Source: an optimization exercise on an open RTL-to-GDS flow (aim: small area, a short achievable clock period and few clock cycles). Production flows keep margins and buffers that such runs may drop.
Power is estimated from default activity; no workload was simulated.

// stackMultiCycle
module stackMultiCycle(
	clk,
	rst,
	mem_addr,
	mem_rdata,
	mem_wdata,
	mem_we);
For scale: about 1700 cells after synthesis, ~650 flip-flops, ~24 I/O pins.
Settings: LEC_CHECK=0, CAP_MARGIN=20, CORE_MARGIN=2, CORE_UTILIZATION=70, CTS_BUF_LIST=sky130_fd_sc_hd__clkbuf_8, CTS_CLUSTER_DIAMETER=50, CTS_CLUSTER_SIZE=20, SETUP_SLACK_MARGIN=1.8, SLEW_MARGIN=20; clock period 4.0 ns.
standard.sh (not shown) runs the stock make flow with config.mk's settings and CLKGATE_MAP_FILE= SYNTH_SCRIPT=/design/flow/synth_recipe.tcl, a recipe that flattens the netlist after the stock synthesis.
==> flow/flow/run.sh <==
#!/bin/bash
# Standard layout, with port buffers of a plain buffer cell and resizing not
# held to the same cell footprint. Each tool's output goes to standard.log.
set -euo pipefail
bash standard.sh MATCH_CELL_FOOTPRINT=0 "BUFFER_PORTS_ARGS=-buffer_cell sky130_fd_sc_hd__buf_4" finish > standard.log 2>&1
Next try:
==> flow/run.sh (new file) <==
#!/bin/bash
# synth_recipe.tcl (not shown) runs the flow's synth.tcl, then flattens the netlist and writes it again
# the make line also repeats each setting of config.mk as NAME=value (left out here)
make -C /OpenROAD-flow-scripts/flow DESIGN_CONFIG=/design/flow/config.mk WORK_HOME=/design/flow/orfs CLKGATE_MAP_FILE= SYNTH_SCRIPT=/design/flow/synth_recipe.tcl finish
removed: flow/flow/run.sh
removed: flow/standard.sh
Result: Core utilization went up by 0.90 points; sequential cell count does not change; via count went up slightly; power went up slightly; routed wire length went up by a few percent; non-clock buffer count went up by 18; clock-buffer cell count went down by 6; die area does not change; global-route usage went up by 0.69 points; synthesized area stays the same; worst hold slack gets better by 0.070 ns.
Next try:
--- a/flow/config.mk
+++ b/flow/config.mk
@@ -14 +14,2 @@
-export SETUP_SLACK_MARGIN = 1.8
+export PLACE_DENSITY = 0.9
+export SETUP_SLACK_MARGIN = 1.9
=> Final cell count increases slightly; global-route usage went up by 0.62 points; sequential power goes down slightly; clock skew falls by 0.012 ns; count of clock-buffer cells in the layout goes down by 1; total power went up slightly; design area increases slightly; routed wire length is higher by a few percent.
No run of this note included a check of the RTL's function; only the layout flow was run.

---

The RTL this note starts from:
==> flow/design.v <==
`timescale 1ps/1ps
module ALU (
    input  [7:0] a,
    input  [7:0] b,
    input        cin,
    output [7:0] out
    );
    wire [8:0] g0 = {a & b, cin};
    wire [8:0] p0 = {a ^ b, 1'b0};
    wire [8:0] g1, p1, g2, p2, g3, p3, g4;
    genvar i;
    generate
        for (i = 0; i < 9; i = i + 1) begin : ks
            if (i >= 1) begin
                assign g1[i] = g0[i] | (p0[i] & g0[i-1]);
                assign p1[i] = p0[i] & p0[i-1];
            end else begin
                assign g1[i] = g0[i];
                assign p1[i] = p0[i];
            end
            if (i >= 2) begin
                assign g2[i] = g1[i] | (p1[i] & g1[i-2]);
                assign p2[i] = p1[i] & p1[i-2];
            end else begin
                assign g2[i] = g1[i];
                assign p2[i] = p1[i];
            end
            if (i >= 4) begin
                assign g3[i] = g2[i] | (p2[i] & g2[i-4]);
                assign p3[i] = p2[i] & p2[i-4];
            end else begin
                assign g3[i] = g2[i];
                assign p3[i] = p2[i];
            end
            if (i >= 8) assign g4[i] = g3[i] | (p3[i] & g3[i-8]);
            else assign g4[i] = g3[i];
        end
    endgenerate
    assign out = p0[8:1] ^ g4[7:0];
endmodule
`timescale 1ps/1ps
module Stack #(parameter DEPTH = 62) (
    input            clk,
    input            dn,       
    input      [7:0] d_in,     
    output     [7:0] c0,       
    output     [7:0] c1        
    );
    reg [7:0] c [0:DEPTH-1];
    integer i;
    always @(posedge clk) begin
        c[0] <= ~(dn ? d_in : c[1]);
        for (i = 1; i < DEPTH-1; i = i + 1)
            c[i] <= ~(dn ? c[i-1] : c[i+1]);
        c[DEPTH-1] <= ~c[DEPTH-2];
    end
    assign c0 = ~c[0];
    assign c1 = c[1];
endmodule
`timescale 1ps/1ps
module stackMultiCycle(
	clk,
	rst,
	mem_addr,
	mem_rdata,
	mem_wdata,
	mem_we);
input clk,rst;
output [4:0] mem_addr;
input [7:0] mem_rdata;
output [7:0] mem_wdata;
output mem_we;
    reg  [4:0] addr;     
    reg  [4:0] pc;       
    reg        we;       
    reg        dcyc;     
    reg        d_push;   
    reg  [4:0] ja;       
    reg  [7:0] t, n;     
    reg        tz;       
    reg x_add, x_sub, x_and, x_not, x_jz, x_push;
    reg hit_r;           
    reg [7:0] cv;        
    reg cvz;             
    reg p_add, p_sub, p_and, p_not, p_jz, p_push, p_pop, p_jmp, p_hit;
    reg [4:0] p_a;
    reg o, dn;
    reg  [7:0] c_valid;
    reg  [7:0] c_we;     
    reg  [1:0] c_tag  [0:7];
    reg  [7:0] c_data [0:7];
    assign mem_addr  = addr;
    assign mem_we    = we;
    assign mem_wdata = t;
    wire d_pop    = dcyc & ~d_push;
    wire taken    = x_jz & tz;
    wire miss     = x_push & ~hit_r;
    wire hit_now  = x_push & hit_r;
    wire push_now = hit_now | d_push;
    wire pop_now  = x_add | x_sub | x_and | d_pop;
    wire hold_now = ~(push_now | pop_now);
    wire o_next   = o ^ hold_now;
    wire [2:0] op     = mem_rdata[7:5];
    wire       r_add  = op == 3'b000;
    wire       r_sub  = op == 3'b001;
    wire       r_and  = op == 3'b010;
    wire       r_not  = op == 3'b011;
    wire       r_push = op == 3'b100;
    wire       r_pop  = op == 3'b101;
    wire       r_jmp  = op == 3'b110;
    wire       r_jz   = op == 3'b111;
    wire [2:0] ci     = mem_rdata[2:0];
    wire       r_hit  = c_valid[ci] & (c_tag[ci] == mem_rdata[4:3]);
    wire       f_ok   = ~dcyc & ~taken & ~miss;    
    wire       p_fill = ja[2:0] == p_a[2:0];
    wire       p_hitf = p_fill ? (ja[4:3] == p_a[4:3]) : p_hit;
    wire [4:0] seq = addr + 5'd1;
    integer k;
    always @(posedge clk, posedge rst) begin
        if (rst) begin
            addr    <= 5'd0;
            pc      <= 5'd0;
            we      <= 1'b0;
            dcyc    <= 1'b0;
            d_push  <= 1'b0;
            x_add   <= 1'b0;
            x_sub   <= 1'b0;
            x_and   <= 1'b0;
            x_not   <= 1'b0;
            x_jz    <= 1'b0;
            x_push  <= 1'b0;
            o       <= 1'b0;
            dn      <= 1'b1;
            c_valid <= 8'd0;
            c_we    <= 8'd0;
        end else begin
            if (~dcyc) pc <= seq;
            o       <= o_next;
            c_valid <= c_valid | c_we;
            if (d_push) begin
                addr   <= (p_pop | p_jmp) ? p_a : pc;
                we     <= p_pop;
                dcyc   <= p_pop;
                d_push <= 1'b0;
                x_add  <= p_add;
                x_sub  <= p_sub;
                x_and  <= p_and;
                x_not  <= p_not;
                x_jz   <= p_jz;
                x_push <= p_push;
                dn     <= (~o_next & ~(p_pop | p_add | p_sub | p_and))
                        | (p_push & p_hitf);
                c_we   <= {8{p_pop}} & (8'd1 << p_a[2:0]);
            end else begin
                if (d_pop) addr <= pc;
                else if (taken | miss) addr <= ja;
                else if (r_pop | r_jmp) addr <= mem_rdata[4:0];
                else addr <= seq;
                we     <= f_ok & r_pop;
                dcyc   <= (f_ok & r_pop) | miss;
                d_push <= miss;
                x_add  <= f_ok & r_add;
                x_sub  <= f_ok & r_sub;
                x_and  <= f_ok & r_and;
                x_not  <= f_ok & r_not;
                x_jz   <= f_ok & r_jz;
                x_push <= f_ok & r_push;
                dn     <= miss | (~o_next & ~(f_ok & (r_pop | r_add | r_sub | r_and)))
                        | (f_ok & r_push & r_hit);
                c_we   <= ({8{f_ok & r_pop}} & (8'd1 << ci))
                        | ({8{miss}} & (8'd1 << ja[2:0]));
            end
        end
    end
    wire [2:0] cv_i    = d_push ? p_a[2:0] : ci;
    wire [7:0] cv_next = (d_push & p_fill) ? mem_rdata : c_data[cv_i];
    always @(posedge clk) begin
        hit_r <= d_push ? p_hitf : r_hit;
        cv    <= cv_next;
        cvz   <= cv_next == 8'd0;
        p_add <= r_add;
        p_sub <= r_sub;
        p_and <= r_and;
        p_not <= r_not;
        p_jz  <= r_jz;
        p_push <= r_push;
        p_pop <= r_pop;
        p_jmp <= r_jmp;
        p_hit <= r_hit;
        p_a   <= mem_rdata[4:0];
        if (d_push) ja <= p_a;
        else if (f_ok) ja <= mem_rdata[4:0];
        for (k = 0; k < 8; k = k + 1)
            if (c_we[k]) begin
                c_tag[k]  <= ja[4:3];
                c_data[k] <= d_push ? mem_rdata : t;
            end
    end
    wire [7:0] c0, c1;
    Stack stk (.clk(clk), .dn(dn), .d_in(o ? t : n), .c0(c0), .c1(c1));
    wire [7:0] n_pop = o ? c1 : c0;
    always @(posedge clk) begin
        n <= ({8{hold_now}} & n) | ({8{push_now}} & t) | ({8{pop_now}} & n_pop);
    end
    wire [7:0] sum, diff;
    ALU add0 (.a(t), .b(n),  .cin(1'b0), .out(sum));
    ALU sub0 (.a(t), .b(~n), .cin(1'b1), .out(diff));
    wire [7:0] cval   = cv;
    wire       t_keep = ~(dcyc | x_add | x_sub | x_and | x_not | hit_now);
    wire [7:0] t_or   = t | n;
    wire       z_sum  = ((t ^ n) ^ {t_or[6:0], 1'b0}) == 8'd0;    
    always @(posedge clk) begin
        t <= ({8{t_keep}}  & t)
           | ({8{d_push}}  & mem_rdata)
           | ({8{d_pop}}   & n)
           | ({8{x_add}}   & sum)
           | ({8{x_sub}}   & diff)
           | ({8{x_and}}   & (t & n))
           | ({8{x_not}}   & ~t)
           | ({8{hit_now}} & cval);
        tz <= (t_keep  & tz)
            | (d_push  & (mem_rdata == 8'd0))
            | (d_pop   & (n == 8'd0))
            | (x_add   & z_sum)
            | (x_sub   & (t == n))
            | (x_and   & ((t & n) == 8'd0))
            | (x_not   & (t == 8'hff))
            | (hit_now & cvz);
    end
endmodule
clock: 4.0 ns
lec_check: 0
cap_margin: 20
core_margin: 2
core_utilization: 70
cts_buf_list: sky130_fd_sc_hd__clkbuf_8
cts_cluster_diameter: 50
cts_cluster_size: 20
place_density: 0.9
setup_slack_margin: 1.9
slew_margin: 20
==> flow/flow/run.sh <==
#!/bin/bash
# Standard layout, with port buffers of a plain buffer cell and resizing not
# held to the same cell footprint. Each tool's output goes to standard.log.
set -euo pipefail
bash standard.sh MATCH_CELL_FOOTPRINT=0 "BUFFER_PORTS_ARGS=-buffer_cell sky130_fd_sc_hd__buf_4" finish > standard.log 2>&1
The first run completed without violations.
Rerun with:
==> flow/run.sh (new file) <==
#!/bin/bash
# synth_recipe.tcl (not shown) runs the flow's synth.tcl, then flattens the netlist and writes it again
# the make line also repeats each setting of config.mk as NAME=value (left out here)
make -C /OpenROAD-flow-scripts/flow DESIGN_CONFIG=/design/flow/config.mk WORK_HOME=/design/flow/orfs CLKGATE_MAP_FILE= SYNTH_SCRIPT=/design/flow/synth_recipe.tcl finish
removed: flow/flow/run.sh
removed: flow/standard.sh
Sequential power barely changes. Routed wire length climbs by a few percent. Worst setup slack is worse by 0.0061 ns. Via count drops slightly. Total power is higher by a few percent. Cell area is higher slightly. Clock power goes up by a little under a tenth. Sequential share of layout area fell by 0.46 points.
No functional check of the RTL was part of any run of this note.

afterwards: timing with drivers on the ports:
No port has a modelled driver above. Below, the same layouts with a new extraction and two added sets of constraints.
Step 1 (the two cells are an assumption about what drives the block):
set clk [get_ports {clk}]
set_driving_cell -lib_cell sky130_fd_sc_hd__clkbuf_16 $clk
set_driving_cell -lib_cell sky130_fd_sc_hd__buf_2 [delete_from_list [all_inputs] $clk]
Step 2 times the ports against the registers' clock, not the clock port: input delays grow and output delays shrink by t, the midpoint of the rising clock arrivals with the driver on.
Three values: ideal, step 1, step 2; two values: the first two.
| run | t (ns) | slack for setup (ns) | slew at the worst register clock pin (ns) | worst data-port slew with drivers (ns) | pins driven straight from the clock port |
|---|---|---|---|---|---|
| the first run of note 1 | 0.631 | 1.767 / 1.767 / 1.571 | 0.12 / 0.12 | 0.03 | 1 |
| the second run of note 1 | 0.655 | 1.803 / 1.757 / 1.459 | 0.12 / 0.12 | 0.03 | 1 |
| the third run of note 1 | 0.624 | 1.773 / 1.773 / 1.374 | 0.12 / 0.12 | 0.03 | 1 |
| the first run of note 2 | 0.651 | 1.506 / 1.506 / 0.960 | 0.12 / 0.12 | 0.04 | 1 |
| the second run of note 2 | 0.621 | 1.500 / 1.500 / 1.067 | 0.11 / 0.11 | 0.05 | 1 |
After both steps every run listed still meets setup and hold. The setup slack of the first run of note 2, which loses most, moves by 0.000 ns with the drivers and by -0.546 ns with both steps.
